This design comes from an exercise in tuning for small area, a short achievable clock period and few clock cycles per item on the open sky130 flow, not from production work.
In this exercise RTL edits were held to simulation tests only and were not proved equivalent to the original.

## run 1
==> flow/design.v (excerpt) <==
module calc_core (
	input             clk,
	input             rst,
	input             start,
	input      [9:0]  op,
	input      [19:0] a,
	input      [19:0] b,
	output            busy,
	output reg        done,
	output reg [19:0] result,
	output            neg,
	output     [47:0] hex
	);
Size: ~3800 cells after synthesis, about 68 flip-flops, about 120 I/O pins, roughly 23000 sq um of cells after synthesis.
==> flow/config.mk <==
export PLATFORM = sky130hd
export DESIGN_NAME = calc_core
export DESIGN_NICKNAME = calc_core
export VERILOG_FILES = /design/flow/design.v
export SDC_FILE = /design/flow/constraint.sdc
export NUM_CORES = 4
export LEC_CHECK = 0
export ABC_AREA = 1
export CAP_MARGIN = 50
export CORE_MARGIN = 2
export CORE_UTILIZATION = 40
export SLEW_MARGIN = 70
==> flow/constraint.sdc <==
create_clock -name core_clock -period 55.0 [get_ports {clk}]
set_input_delay 11.0000 -clock core_clock [delete_from_list [all_inputs] [get_ports {clk}]]
set_output_delay 11.0000 -clock core_clock [all_outputs]
set_load 0.01 [all_outputs]
standard.sh (not shown) runs the stock make flow with config.mk's settings and CLKGATE_MAP_FILE= SYNTH_SCRIPT=/design/flow/synth_recipe.tcl, a recipe that flattens the netlist after the stock synthesis.
==> flow/flow/run.sh <==
#!/bin/bash
# The standard layout, with a stronger buffer on every input and output port
# than buffer_ports picks by default.
set -euo pipefail
bash standard.sh "BUFFER_PORTS_ARGS=-buffer_cell sky130_fd_sc_hd__buf_2" finish > standard_make.log 2>&1
Testbench counts of run 1, summed over its fixed seeds: cycles 2,871, items 1,920.
The following lists how run 2 was set up differently from run 1:
-- flow/config.mk --
<<< run 1, line 7
export LEC_CHECK = 0
export ABC_AREA = 1
export CAP_MARGIN = 50
export CORE_MARGIN = 2
export CORE_UTILIZATION = 40
export SLEW_MARGIN = 70
>>> run 2, line 7
export LEC_CHECK = 0
export ABC_AREA = 1
export CAP_MARGIN = 20
export CORE_MARGIN = 2
export CORE_UTILIZATION = 40
export SLEW_MARGIN = 20
### Flow results
Relative slew slack is lower on run 2. Status: wire length after detailed routing parity (run 2, run 1). In the tables for run 1 and run 2, wire length of the first global-routing pass reads lower with run 1. Delta (run 2 minus run 1): met1 global-route usage level, detailed-route via count level, cell area moved down, number of cells on the critical path moved down. Run 2 vs. run 1: fraction of area in registers went up; worst hold slack lost 0.030 ns. Between run 1 and run 2, the register-to-register path setup slack is higher for run 1. Path type of the worst setup path = primary input to flop: run 2; path type of the worst setup path = flop to output port: run 1.
> inputs changed (run 2 -> run 3)
-- flow/config.mk --
<<< run 2, line 7
export LEC_CHECK = 0
export ABC_AREA = 1
export CAP_MARGIN = 20
export CORE_MARGIN = 2
export CORE_UTILIZATION = 40
export SLEW_MARGIN = 20
>>> run 3, line 7
export LEC_CHECK = 0
export ABC_AREA = 1
export CAP_MARGIN = 35
export CORE_MARGIN = 2
export CORE_UTILIZATION = 40
export SLEW_MARGIN = 45
Results
- Compared with run 2, in run 3 met3 track demand over resource in global routing saw an increase, time the worst path needs with I/O delays and setup went up by 0.034 ns, proportion of layout cells with a drive suffix above 1 shows no meaningful change, design area shows no meaningful change.
- In the reports for run 2 and run 3, the smaller register-to-register slack belongs to run 3.
- Run 3 vs. run 2: register share of the cell area has remained practically unchanged, post-route fraction of the period consumed by the critical path has remained practically unchanged.
The inputs of run 4 differ from those of run 3 as listed below.
==> flow/flow/run.sh <==
#!/bin/bash
# The standard layout, with a stronger buffer on every input and output port
# than buffer_ports picks by default.
set -euo pipefail
bash standard.sh "BUFFER_PORTS_ARGS=-buffer_cell sky130_fd_sc_hd__buf_4" finish > standard_make.log 2>&1
-- flow/config.mk --
<<< run 3, line 7
export LEC_CHECK = 0
export ABC_AREA = 1
export CAP_MARGIN = 35
export CORE_MARGIN = 2
export CORE_UTILIZATION = 40
export SLEW_MARGIN = 45
>>> run 4, line 7
export LEC_CHECK = 0
export ABC_AREA = 1
export CAP_MARGIN = 50
export CORE_MARGIN = 2
export CORE_UTILIZATION = 40
export SLEW_MARGIN = 70
Findings:
- Run 4 vs run 3 — final RePlAce weighted congestion climbed slightly
- Global-route wire length before repair (run 4 vs. run 3) decreases slightly
- For non-clock buffer count, dividing the value from run 4 by the value from run 3 gives 1.14.
- Of run 3 and run 4, the run reporting the higher worst setup slack after layout was run 4.


yarrow:
The RTL this note starts from:
==> flow/design.v <==
module calc_core (
	input             clk,
	input             rst,
	input             start,
	input      [9:0]  op,
	input      [19:0] a,
	input      [19:0] b,
	output            busy,
	output reg        done,
	output reg [19:0] result,
	output            neg,
	output     [47:0] hex
	);
	localparam OP_ADD  = 10'b0000000001;
	localparam OP_SUB  = 10'b0000000010;
	localparam OP_MUL  = 10'b0000000100;
	localparam OP_DIV  = 10'b0000001000;
	localparam OP_LOG  = 10'b1000000001;
	localparam OP_POW  = 10'b1000000010;
	localparam OP_FACT = 10'b1000000100;
	localparam OP_D2R  = 10'b1000001000;
	localparam N = 4;  
	reg        busy_r;
	reg        mode_pow;    
	reg        divz;        
	reg        acc1;        
	reg [19:0] ra;          
	reg [19:0] rb;          
	reg [2:0]  cnt;         
	assign busy = busy_r;
	assign neg  = result[19];
	wire accept = start & ~busy_r;
	wire        pmul   = rb[0] & ~acc1;            
	wire [19:0] mx = busy_r ? (pmul ? result : ra) : a;
	wire [19:0] my = busy_r ? ra : (op[1] ? a : b);
	wire [19:0] prod = mx * my;
	function [19:0] fact_lut;
		input [4:0] x;
		begin
			case (x)
			5'd0: fact_lut = 20'd1;
			5'd1: fact_lut = 20'd1;
			5'd2: fact_lut = 20'd2;
			5'd3: fact_lut = 20'd6;
			5'd4: fact_lut = 20'd24;
			5'd5: fact_lut = 20'd120;
			5'd6: fact_lut = 20'd720;
			5'd7: fact_lut = 20'd5040;
			5'd8: fact_lut = 20'd40320;
			5'd9: fact_lut = 20'd362880;
			5'd10: fact_lut = 20'd483072;
			5'd11: fact_lut = 20'd70912;
			5'd12: fact_lut = 20'd850944;
			5'd13: fact_lut = 20'd576512;
			5'd14: fact_lut = 20'd731136;
			5'd15: fact_lut = 20'd481280;
			5'd16: fact_lut = 20'd360448;
			5'd17: fact_lut = 20'd884736;
			5'd18: fact_lut = 20'd196608;
			5'd19: fact_lut = 20'd589824;
			5'd20: fact_lut = 20'd262144;
			5'd21: fact_lut = 20'd262144;
			5'd22: fact_lut = 20'd524288;
			5'd23: fact_lut = 20'd524288;
			default: fact_lut = 20'd0;
			endcase
		end
	endfunction
	reg [19:0] log_r;
	integer k;
	always @* begin
		log_r = 20'd0;
		for (k = 1; k < 20; k = k + 1)
			if (a[k]) log_r = k;
	end
	wire [19:0] addsub = a + (b ^ {20{op[1]}}) + {19'd0, op[1]};
	wire [19:0] fact_r = (a < 20'd24) ? fact_lut(a[4:0]) : 20'd0;
	wire [19:0] d2r_r  = a / 20'd60;
	reg [19:0] dq, dr;
	reg [20:0] dt;
	reg [21:0] dd;
	integer s;
	always @* begin
		dr = ra;
		dq = result;
		for (s = 0; s < N; s = s + 1) begin
			dt = {dr, dq[19]};
			dq = {dq[18:0], 1'b0};
			dd = {1'b0, dt} - {2'b0, rb};
			if (!dd[21]) begin
				dr = dd[19:0];
				dq[0] = 1'b1;
			end else
				dr = dt[19:0];
		end
	end
	reg [4:0] la, lb;
	integer m;
	always @* begin
		la = 5'd0;
		lb = 5'd0;
		for (m = 0; m < 20; m = m + 1) begin
			if (a[m]) la = m + 1;
			if (b[m]) lb = m + 1;
		end
	end
	wire [4:0] ldiff = la - lb;
	wire       qzero = (la < lb);
	reg [2:0]  j0;
	always @* begin
		if (ldiff >= 5'd16) j0 = 3'd4;
		else j0 = {1'b0, ldiff[3:2]};
	end
	wire pzero = (a == 20'd0) ||
		(a[0]   == 1'b0  && b >= 20'd20) ||
		(a[1:0] == 2'd0  && b >= 20'd10) ||
		(a[2:0] == 3'd0  && b >= 20'd7)  ||
		(a[3:0] == 4'd0  && b >= 20'd5)  ||
		(a[4:0] == 5'd0  && b >= 20'd4)  ||
		(a[6:0] == 7'd0  && b >= 20'd3)  ||
		(a[9:0] == 10'd0 && b >= 20'd2);
	always @(posedge clk) begin
		done <= 1'b0;
		if (rst) begin
			busy_r <= 1'b0;
		end else if (!busy_r) begin
			if (start) begin
				divz <= 1'b0;
				case (op)
				OP_ADD:  begin result <= addsub; done <= 1'b1; end
				OP_SUB:  begin result <= addsub; done <= 1'b1; end
				OP_MUL:  begin result <= prod;  done <= 1'b1; end
				OP_LOG:  begin result <= log_r; done <= 1'b1; end
				OP_FACT: begin result <= fact_r; done <= 1'b1; end
				OP_D2R:  begin result <= d2r_r; done <= 1'b1; end
				OP_DIV: begin
					rb <= b;
					mode_pow <= 1'b0;
					if (b == 20'd0) begin
						result <= 20'd0; divz <= 1'b1; done <= 1'b1;
					end else if (qzero) begin
						result <= 20'd0; done <= 1'b1;
					end else begin
						busy_r <= 1'b1;
						cnt <= j0;
						case (j0)
						3'd0: begin ra <= {4'd0,  a[19:4]};  result <= {a[3:0],  16'd0}; end
						3'd1: begin ra <= {8'd0,  a[19:8]};  result <= {a[7:0],  12'd0}; end
						3'd2: begin ra <= {12'd0, a[19:12]}; result <= {a[11:0], 8'd0};  end
						3'd3: begin ra <= {16'd0, a[19:16]}; result <= {a[15:0], 4'd0};  end
						default: begin ra <= 20'd0; result <= a; end
						endcase
					end
				end
				OP_POW: begin
					mode_pow <= 1'b1;
					if (b == 20'd0) begin
						result <= a; done <= 1'b1;
					end else if (pzero) begin
						result <= 20'd0; done <= 1'b1;
					end else begin
						result <= b[0] ? a : 20'd1;
						acc1 <= ~b[0];
						ra <= prod;
						rb <= {1'b0, b[19:1]};
						if (b[19:1] == 19'd0) done <= 1'b1;
						else busy_r <= 1'b1;
					end
				end
				default: begin result <= 20'd63; done <= 1'b1; end
				endcase
			end
		end else if (!mode_pow) begin
			ra <= dr;
			result <= dq;
			cnt <= cnt - 3'd1;
			if (cnt == 3'd0) begin
				busy_r <= 1'b0; done <= 1'b1;
			end
		end else begin
			if (rb[0]) begin
				if (acc1) begin
					result <= ra;
					acc1 <= 1'b0;
					ra <= prod;
					rb <= {1'b0, rb[19:1]};
				end else begin
					result <= prod;
					rb[0] <= 1'b0;
				end
				if (rb[19:1] == 19'd0) begin
					busy_r <= 1'b0; done <= 1'b1;
				end
			end else begin
				ra <= prod;
				rb <= {1'b0, rb[19:1]};
			end
		end
	end
	function [7:0] seg;
		input [3:0] d;
		begin
			case (d)
			4'd0: seg = 8'b11000000;
			4'd1: seg = 8'b11111001;
			4'd2: seg = 8'b10100100;
			4'd3: seg = 8'b10110000;
			4'd4: seg = 8'b10011001;
			4'd5: seg = 8'b10010010;
			4'd6: seg = 8'b10000010;
			4'd7: seg = 8'b11111000;
			4'd8: seg = 8'b10000000;
			4'd9: seg = 8'b10010000;
			default: seg = 8'b11111111;
			endcase
		end
	endfunction
	wire [19:0] mag = result[19] ? (~result + 20'd1) : result;
	function [3:0] add3;
		input [3:0] d;
		begin
			add3[3] = d[3] | (d[2] & d[0]) | (d[2] & d[1]);
			add3[2] = (d[3] & d[0]) | (d[2] & ~d[1] & ~d[0]);
			add3[1] = (d[3] & ~d[0]) | (~d[2] & d[1]) | (d[1] & d[0]);
			add3[0] = (d[3] & ~d[0]) | (~d[3] & ~d[2] & d[0]) | (d[2] & d[1] & ~d[0]);
		end
	endfunction
	reg [23:0] bcd;
	integer i;
	always @* begin
		bcd = 24'd0;
		for (i = 19; i >= 0; i = i - 1) begin
			bcd[3:0]   = add3(bcd[3:0]);
			bcd[7:4]   = add3(bcd[7:4]);
			bcd[11:8]  = add3(bcd[11:8]);
			bcd[15:12] = add3(bcd[15:12]);
			bcd[19:16] = add3(bcd[19:16]);
			bcd[23:20] = add3(bcd[23:20]);
			bcd = {bcd[22:0], mag[i]};
		end
	end
	assign hex = divz ? 48'hFB8EAB_FFFFFF :
		{seg(bcd[23:20]), seg(bcd[19:16]), seg(bcd[15:12]),
		 seg(bcd[11:8]), seg(bcd[7:4]), seg(bcd[3:0])};
endmodule
clock: 55.0 ns
lec_check: 0
abc_area: 1
cap_margin: 80
core_margin: 2
core_utilization: 70
slew_margin: 90
run.sh (not shown) runs the stock make flow with config.mk's settings and CLKGATE_MAP_FILE= SYNTH_SCRIPT=/design/flow/synth_recipe.tcl, a recipe that flattens the netlist after the stock synthesis.
Stock flow here: none of the scripts above is used.
yarrow never completed; the flow aborted with a tool error in 3_5_place_dp.
Testbench counts of yarrow, summed over its fixed seeds: cycles 2,897, items 1,920.
### yarrow -> nickel
# yarrow
export LEC_CHECK = 0
export ABC_AREA = 1
export CAP_MARGIN = 80
export CORE_MARGIN = 2
export CORE_UTILIZATION = 70
export SLEW_MARGIN = 90
create_clock -name core_clock -period 55.0 [get_ports {clk}]
# nickel
export LEC_CHECK = 0
export ABC_AREA = 1
export CAP_MARGIN = 20
export CORE_MARGIN = 2
export CORE_UTILIZATION = 40
export SLEW_MARGIN = 20
create_clock -name core_clock -period 55.0 [get_ports {clk}]
Results
nickel finished end to end and its layout was clean on timing, DRC and antenna.
Comparing yarrow against nickel, there is no change at all in combined area of all synthesized cells.
Number of rows created at floorplan for nickel: about 33% up relative to yarrow
yarrow and nickel ended up with roughly the same number of different library cells in the post-synthesis netlist.
Of nickel and yarrow, the higher effective utilization at floorplan belongs to yarrow.
Input changes introduced in garnet (baseline for comparison: nickel):
# nickel
export LEC_CHECK = 0
export ABC_AREA = 1
export CAP_MARGIN = 20
export CORE_MARGIN = 2
export CORE_UTILIZATION = 40
export SLEW_MARGIN = 20
create_clock -name core_clock -period 55.0 [get_ports {clk}]
# garnet
export LEC_CHECK = 0
export ABC_AREA = 1
export CAP_MARGIN = 80
export CORE_MARGIN = 2
export CORE_UTILIZATION = 40
export SLEW_MARGIN = 90
create_clock -name core_clock -period 55.0 [get_ports {clk}]
Findings:
Looking at the logs for garnet and nickel, the single run that did not finish was garnet. Status: garnet FAILED at 5_1_grt (tool error). Summary: with nickel as the reference, post-place instance area in garnet moved up by more than half. Comparing nickel with garnet, the synthesized cell count came out essentially unchanged. Quantity of gates resized following cts came out exactly the same in garnet and nickel. From nickel to garnet, compound-cell area share of the yosys netlist did not move at all. nickel -> garnet: adder and majority cell fraction of the synthesized area delta 0, exact match. Multiplexer fraction of the synthesized cell area came out exactly the same in garnet and nickel. Of the two candidates, nickel has the better minimum setup slack after placement and garnet the worse one. Number of buffers inserted by post-CTS setup repair came out exactly the same in garnet and nickel. nickel → garnet: number of enable flip-flop cells after synthesis closely matched the old numbers; placed wire-length estimate has increased.
Inputs modified between garnet and indigo:
# garnet
export LEC_CHECK = 0
export ABC_AREA = 1
export CAP_MARGIN = 80
export CORE_MARGIN = 2
export CORE_UTILIZATION = 40
export SLEW_MARGIN = 90
create_clock -name core_clock -period 55.0 [get_ports {clk}]
# indigo
export LEC_CHECK = 0
export ABC_AREA = 1
export CAP_MARGIN = 50
export CORE_MARGIN = 2
export CORE_UTILIZATION = 40
export SLEW_MARGIN = 70
create_clock -name core_clock -period 55.0 [get_ports {clk}]
## What came out
Having completed the whole flow, indigo delivered a layout that passed the timing, DRC and antenna checks. Comparing garnet against indigo, there is no change at all in number of port buffers. Complex-gate fraction of the synthesized area: garnet vs indigo identical. Gate count after technology mapping: garnet vs indigo identical. Reported for indigo and garnet, flop and latch count out of synthesis turned out identical to the last digit. Post-CTS setup repair buffer count across indigo and garnet: no real change. Pre-CTS setup slack up 13.79 ns in indigo wrt garnet.
### indigo -> ember
# indigo
export LEC_CHECK = 0
export ABC_AREA = 1
export CAP_MARGIN = 50
export CORE_MARGIN = 2
export CORE_UTILIZATION = 40
export SLEW_MARGIN = 70
create_clock -name core_clock -period 55.0 [get_ports {clk}]
# ember
export LEC_CHECK = 0
export ABC_AREA = 1
export CAP_MARGIN = 20
export CORE_MARGIN = 2
export CORE_UTILIZATION = 70
export SLEW_MARGIN = 20
create_clock -name core_clock -period 55.0 [get_ports {clk}]
==> run notes <==
- Final period utilization | ember above indigo
- | share of the final layout cell area in multi-input gates | higher: ember |
- Hold slack delta (indigo -> ember): insignificant
- Overall global routing resource usage up 20 points in ember wrt indigo
- Going from indigo to ember, critical path depth shrinks by about 18%.
- In ember, the count of placed standard cells in the final layout, fillers left out came out 7.3% below the value in indigo.

==> what the ideal ports hide <==
In the flow no input, the clock included, has a driving cell. The finished layouts below were timed again as built, in two steps.
Step 1, drivers: a clkbuf_16 drives clk and a buf_2 each remaining input, both assumed.
Step 2 moves the port delays by t, midway between the first and last clock arrival at a register: inputs arrive t later, outputs are due t later. That takes back most of the time a late clock gives input paths.
Slacks: ideal ports / drivers / drivers and shift; pairs: ideal ports / drivers.
| run | t (ns) | setup WS [ns] | worst hold slack (ns) | worst setup path at the end | worst register clock-pin slew, ns |
|---|---|---|---|---|---|
| run 1 | 0.388 | 36.169 / 36.126 / 36.336 | 0.721 / 0.721 / 0.721 | input to register | 0.07 / 0.07 |
| run 2 | 0.388 | 36.036 / 36.058 / 35.670 | 0.691 / 0.691 / 0.691 | input to register | 0.07 / 0.07 |
| run 3 | 0.381 | 36.002 / 36.023 / 35.642 | 0.722 / 0.722 / 0.722 | input to register | 0.07 / 0.07 |
| run 4 | 0.386 | 36.144 / 36.103 / 36.357 | 0.691 / 0.691 / 0.691 | input to register | 0.07 / 0.07 |
| nickel | 0.390 | 35.052 / 35.056 / 34.666 | 0.680 / 0.680 / 0.680 | input to register | 0.06 / 0.06 |
| indigo | 0.387 | 35.531 / 35.485 / 35.525 | 0.673 / 0.673 / 0.673 | input to register | 0.06 / 0.06 |
| ember | 0.374 | 35.059 / 35.076 / 34.702 | 0.674 / 0.674 / 0.674 | input to register | 0.06 / 0.06 |
After both steps setup and hold are still met in every run listed. For nickel, which loses most, drivers alone change the setup slack by +0.004 ns; drivers and shift together by -0.386 ns.
